This is an optimization exercise on Yosys and OpenROAD, whose aim is small area and a short achievable clock period, not a production implementation. Power figures rest on the tool's default switching activity, not on a simulated workload.

==> flow/design.v <==
`timescale 1ns/1ns
module agu(input [7:0] a, b, output logic [7:0] s);
  logic [7:0] g [0:3];
  logic [7:0] p [0:3];
  always_comb begin
    g[0] = a & b;
    p[0] = a ^ b;
    for (int l = 0; l < 3; l++)
      for (int i = 0; i < 8; i++)
        if (i >= (1 << l)) begin
          g[l+1][i] = g[l][i] | (p[l][i] & g[l][i - (1 << l)]);
          p[l+1][i] = p[l][i] & p[l][i - (1 << l)];
        end else begin
          g[l+1][i] = g[l][i];
          p[l+1][i] = p[l][i];
        end
    s[0] = p[0][0];
    for (int i = 1; i < 8; i++) s[i] = p[0][i] ^ g[3][i-1];
  end
endmodule
`timescale 1ns/1ns
module CPU(input clk,rst,
           output [11:0] imem_addr, input [18:0] imem_data,
           output [7:0] dmem_addr, dmem_wdata, output dmem_we, dmem_re, input [7:0] dmem_rdata);
  wire [18:0] ins = imem_data;
  logic [11:0] pc;
  logic z, c;
  logic [7:0][7:0] R;           
  logic [7:0][11:0] stk;        
  logic [2:0] sp;               
  logic [3:0] cnt;              
  wire is_alu  = ~ins[18];                            
  wire is_ld   = ins[18:14] == 5'b10000;
  wire is_st   = ins[18:14] == 5'b10001;
  wire is_sh   = ins[18:16] == 3'b110;
  wire is_br   = ins[18:16] == 3'b101;
  wire is_jmp  = ins[18:15] == 4'b1110;               
  wire is_call = ins[18:14] == 5'b11101;
  wire is_ret  = ins[18:13] == 6'b111100;
  wire wr_reg  = is_alu | is_ld | is_sh;
  wire ld_fl   = is_alu | is_sh;
  wire [7:0] imm = ins[7:0];
  wire [2:0] ra = ins[10:8];
  wire [2:0] rb = ins[18] ? ins[13:11] : ins[7:5];
  logic [7:0] a, rbv;
  always_comb begin
    a = 8'd0;
    rbv = 8'd0;
    for (int i = 0; i < 8; i++) begin
      a = a | (R[i] & {8{ra == i}});
      rbv = rbv | (R[i] & {8{rb == i}});
    end
  end
  agu agu0(.a(a), .b(imm), .s(dmem_addr));
  assign dmem_wdata = rbv;
  assign dmem_we    = ~rst & is_st;
  assign dmem_re    = ~rst & is_ld;
  assign imem_addr  = pc;
  wire [2:0] fn = ins[16:14];
  wire [7:0] b = ins[17] ? imm : rbv;
  wire sub = fn[1] & ~fn[2];
  wire y = sub & fn[0] & c;                     
  wire ci = sub | (fn[0] & c);
  logic [7:0] ay;
  always_comb
    for (int i = 0; i < 8; i++) ay[i] = a[i] ^ (y & (&(a | ~((8'd1 << i) - 8'd1))));
  wire ya = y & (&a);
  wire [7:0] bb = sub ? ~b : b;
  wire [8:0] sum9 = {1'b0, ay} + {1'b0, bb} + {8'd0, ci};
  wire c8 = sum9[8] ^ ya ^ sub;                 
  wire [7:0] pp = ay ^ bb;
  wire [7:0] gg = ay & bb;
  wire [7:0] oo = ay | bb;
  logic [7:0] lg;
  always_comb begin
    case (fn[1:0])
      2'b00: lg = gg;
      2'b01: lg = oo;
      2'b10: lg = pp;
      default: lg = ~gg;
    endcase
  end
  wire zsum = (pp[0] == ci) & (pp[7:1] == oo[6:0]);
  wire [7:0] alures = fn[2] ? lg : sum9[7:0];
  wire aluc = ~fn[2] & c8;
  wire aluz = fn[2] ? (lg == 8'd0) : zsum;
  wire [2:0] s = ins[7:5];
  wire [1:0] fn2 = ins[15:14];
  wire right = fn2[0];
  wire [2:0] amt = right ? (3'd0 - s) : s;            
  wire [15:0] dd = {a, a} << amt;
  wire [7:0] rot = dd[15:8];
  wire [7:0] lmask = 8'hff << s;
  wire [7:0] rmask = 8'hff >> s;
  wire [7:0] shres = fn2[1] ? rot : (rot & (right ? rmask : lmask));
  wire shc = ~fn2[1] & (s != 3'd0) & (right ? rot[7] : rot[0]);
  wire [7:0] res = is_sh ? shres : alures;
  wire nc = is_sh ? shc : aluc;
  wire nz = is_sh ? (shres == 8'd0) : aluz;
  wire [7:0] wd = is_ld ? dmem_rdata : res;
  logic [7:0] spd;
  wire live = cnt != 4'd0;
  always_comb for (int i = 0; i < 8; i++) spd[i] = (sp == i);
  logic [11:0] top;
  always_comb begin
    top = 12'd0;
    for (int i = 0; i < 8; i++) top = top | (stk[i] & {12{spd[i] & live}});
  end
  wire cond = (ins[15] ? c : z) ^ ins[14];
  wire taken = is_br & cond;
  wire [11:0] pcn = pc + ({{4{imm[7]}}, imm} & {12{taken}}) + 12'd1;
  logic [11:0] npc;
  always_comb begin
    if (is_jmp)         npc = ins[11:0];
    else if (is_ret)    npc = top;
    else                npc = pcn;
  end
  always_ff @(posedge clk, posedge rst) begin
    if (rst) begin
      pc <= 12'd0;
      z <= 1'b0;
      c <= 1'b0;
      R <= '0;
      sp <= 3'd0;
      cnt <= 4'd0;
    end else begin
      pc <= npc;
      if (ld_fl) begin
        z <= nz;
        c <= nc;
      end
      for (int i = 0; i < 8; i++)
        if (wr_reg && ins[13:11] == i) R[i] <= wd;
      if (is_call) begin
        sp <= sp + 3'd1;
        if (cnt != 4'd8) cnt <= cnt + 4'd1;
      end else if (is_ret) begin
        sp <= sp - 3'd1;
        if (cnt != 4'd0) cnt <= cnt - 4'd1;
      end
    end
  end
  always_ff @(posedge clk)
    for (int i = 0; i < 8; i++)
      if (is_call & spd[(i + 7) % 8]) stk[i] <= pcn;
endmodule
clock: 7.5 ns
lec_check: 0
cap_margin: 5
core_margin: 2
core_utilization: 60
cts_buf_list: sky130_fd_sc_hd__clkbuf_8
setup_slack_margin: 2.5
slew_margin: 5
standard.sh (not shown) runs the stock make flow with config.mk's settings and CLKGATE_MAP_FILE= SYNTH_SCRIPT=/design/flow/synth_recipe.tcl, a recipe that flattens the netlist after the stock synthesis.
==> flow/flow/run.sh <==
#!/bin/bash
# Own layout flow: the standard ORFS flow with changes to synthesis (no
# full/half-adder extraction; abc maps the top module for area and the
# modules in KEEP for speed) and plain buffers on the ports. Each step's
# output goes to a log of its own in this folder.
set -euo pipefail
HERE=$(pwd)
FL=$HERE/flow
KEEP=$(cat "$FL/keep_modules.txt")

# synthesis script: the standard flow's, sourcing ORFS's synth.tcl with the abc call
# replaced by flow/abc_step.tcl
sed "s#@FL@#$FL#g" "$FL/abc_step.tcl" > "$HERE/own_abc_step.tcl"
sed "s#log_cmd abc {\\*}\$abc_args#source $HERE/own_abc_step.tcl#" \
  "$FLOW_HOME/scripts/synth.tcl" > "$HERE/own_synth_core.tcl"
grep -q 'own_abc_step' "$HERE/own_synth_core.tcl"
sed "s#source \$::env(SCRIPTS_DIR)/synth.tcl#source $HERE/own_synth_core.tcl#" \
  "$HERE/synth_recipe.tcl" > "$HERE/own_synth.tcl"
grep -q own_synth_core "$HERE/own_synth.tcl"

bash standard.sh SYNTH_SCRIPT="$HERE/own_synth.tcl" ADDER_MAP_FILE= SYNTH_OPERATIONS_ARGS=" " \
  SYNTH_KEEP_MODULES="$KEEP" synth > "$HERE/synth.log" 2>&1

EXTRA=()
if [[ -f $FL/extra.mk ]]; then
  while read -r l; do [[ -n $l && $l != \#* ]] && EXTRA+=("$l"); done < "$FL/extra.mk"
fi
bash standard.sh "${EXTRA[@]}" finish > "$HERE/layout.log" 2>&1
==> flow/flow/abc_step.tcl <==
# abc mapping: the modules kept apart (SYNTH_KEEP_MODULES) for speed, the
# top module for area. @FL@ is replaced by the flow folder.
set own_rest [lrange $abc_args 2 end]
foreach own_m $::env(SYNTH_KEEP_MODULES) {
  log_cmd abc -script @FL@/fast.abc {*}$own_rest $own_m
}
log_cmd abc -script @FL@/synth.abc {*}$own_rest $::env(DESIGN_NAME)
==> flow/flow/extra.mk <==
# make variables for the layout steps, one per line
BUFFER_PORTS_ARGS=-buffer_cell sky130_fd_sc_hd__buf_1
CTS_ARGS=-sink_clustering_enable -repair_clock_nets -buf_list sky130_fd_sc_hd__clkbuf_8 -dont_use_dummy_load
==> flow/flow/fast.abc <==
strash
dch
map -D 700
topo
buffer -c
upsize -c -D 700
dnsize -c -D 700
==> flow/flow/keep_modules.txt <==
agu
==> flow/flow/synth.abc <==
strash
dch
map -D 3500
topo
buffer -c
upsize -c -D 3500
dnsize -c -D 3500
The baseline completed with no timing, DRC or antenna violations.
Change:
--- a/flow/design.v
+++ b/flow/design.v
@@ -62,8 +62,15 @@
   wire y = sub & fn[0] & c;                     
   wire ci = sub | (fn[0] & c);
-  logic [7:0] ay;
-  always_comb
-    for (int i = 0; i < 8; i++) ay[i] = a[i] ^ (y & (&(a | ~((8'd1 << i) - 8'd1))));
-  wire ya = y & (&a);
+  logic [7:0] ay;                               
+  logic ya;
+  always_comb begin
+    logic t;
+    t = y;
+    for (int i = 0; i < 8; i++) begin
+      ay[i] = a[i] ^ t;
+      t = t & a[i];
+    end
+    ya = t;
+  end
   wire [7:0] bb = sub ? ~b : b;
   wire [8:0] sum9 = {1'b0, ay} + {1'b0, bb} + {8'd0, ci};
@@ -72,15 +79,13 @@
   wire [7:0] gg = ay & bb;
   wire [7:0] oo = ay | bb;
-  logic [7:0] lg;
-  always_comb begin
-    case (fn[1:0])
-      2'b00: lg = gg;
-      2'b01: lg = oo;
-      2'b10: lg = pp;
-      default: lg = ~gg;
-    endcase
-  end
+  wire [7:0] carries = sum9[7:0] ^ pp;
+  wire lg_and = fn[2] & ~fn[1] & ~fn[0];
+  wire lg_nand = fn[2] & fn[1] & fn[0];
+  wire lg_xor = fn[2] & fn[1] & ~fn[0];
+  wire [7:0] xx = (pp & {8{~lg_and}}) | {8{lg_nand}};
+  wire [7:0] yy = fn[2] ? (gg & {8{~lg_xor}}) : carries;
+  wire [7:0] lg = xx ^ yy;
   wire zsum = (pp[0] == ci) & (pp[7:1] == oo[6:0]);
-  wire [7:0] alures = fn[2] ? lg : sum9[7:0];
+  wire [7:0] alures = lg;
   wire aluc = ~fn[2] & c8;
   wire aluz = fn[2] ? (lg == 8'd0) : zsum;
Count of clock-buffer cells in the layout stays the same.
Global-route usage went down by 0.86 points.
Setup slack gets worse by 0.087 ns.
Utilization grows by 4.5 points.
Clock skew hardly moves.
Maximum frequency fell by 1.7%.
Via count falls by 2.0%.
Die area is lower by 2.3%.
Synthesized cell count drops by 4.8%.
Design area grows by 3.0%.
Total power is higher by 4.7%.
Sequential share of layout area fell by 1.3 points.
No run of this note included a check of the RTL's function; only the layout flow was run.

separate check: timing with driven ports:
In the flow no input, the clock included, has a driving cell. The finished layouts below were timed again as built, in two steps.
Step 1 assumes that a clkbuf_16 drives the clock port and a buf_2 every other input.
Step 2 moves the port delays by t, midway between the first and last clock arrival at a register: inputs arrive t later, outputs are due t later. That takes back most of the time a late clock gives input paths.
Three values: no drivers, after step 1, after step 2; two values: the first two.
| run | t (ns) | setup WS [ns] | worst slew at a driven data input, ns |
|---|---|---|---|
| the first run | 0.481 | 2.490 / 2.468 / 2.154 | 0.05 |
| the second run | 0.487 | 2.403 / 2.355 / 2.136 | 0.06 |
After both steps every run listed still meets setup and hold. For the first run, which loses most, drivers alone change the setup slack by -0.022 ns; drivers and shift together by -0.336 ns.
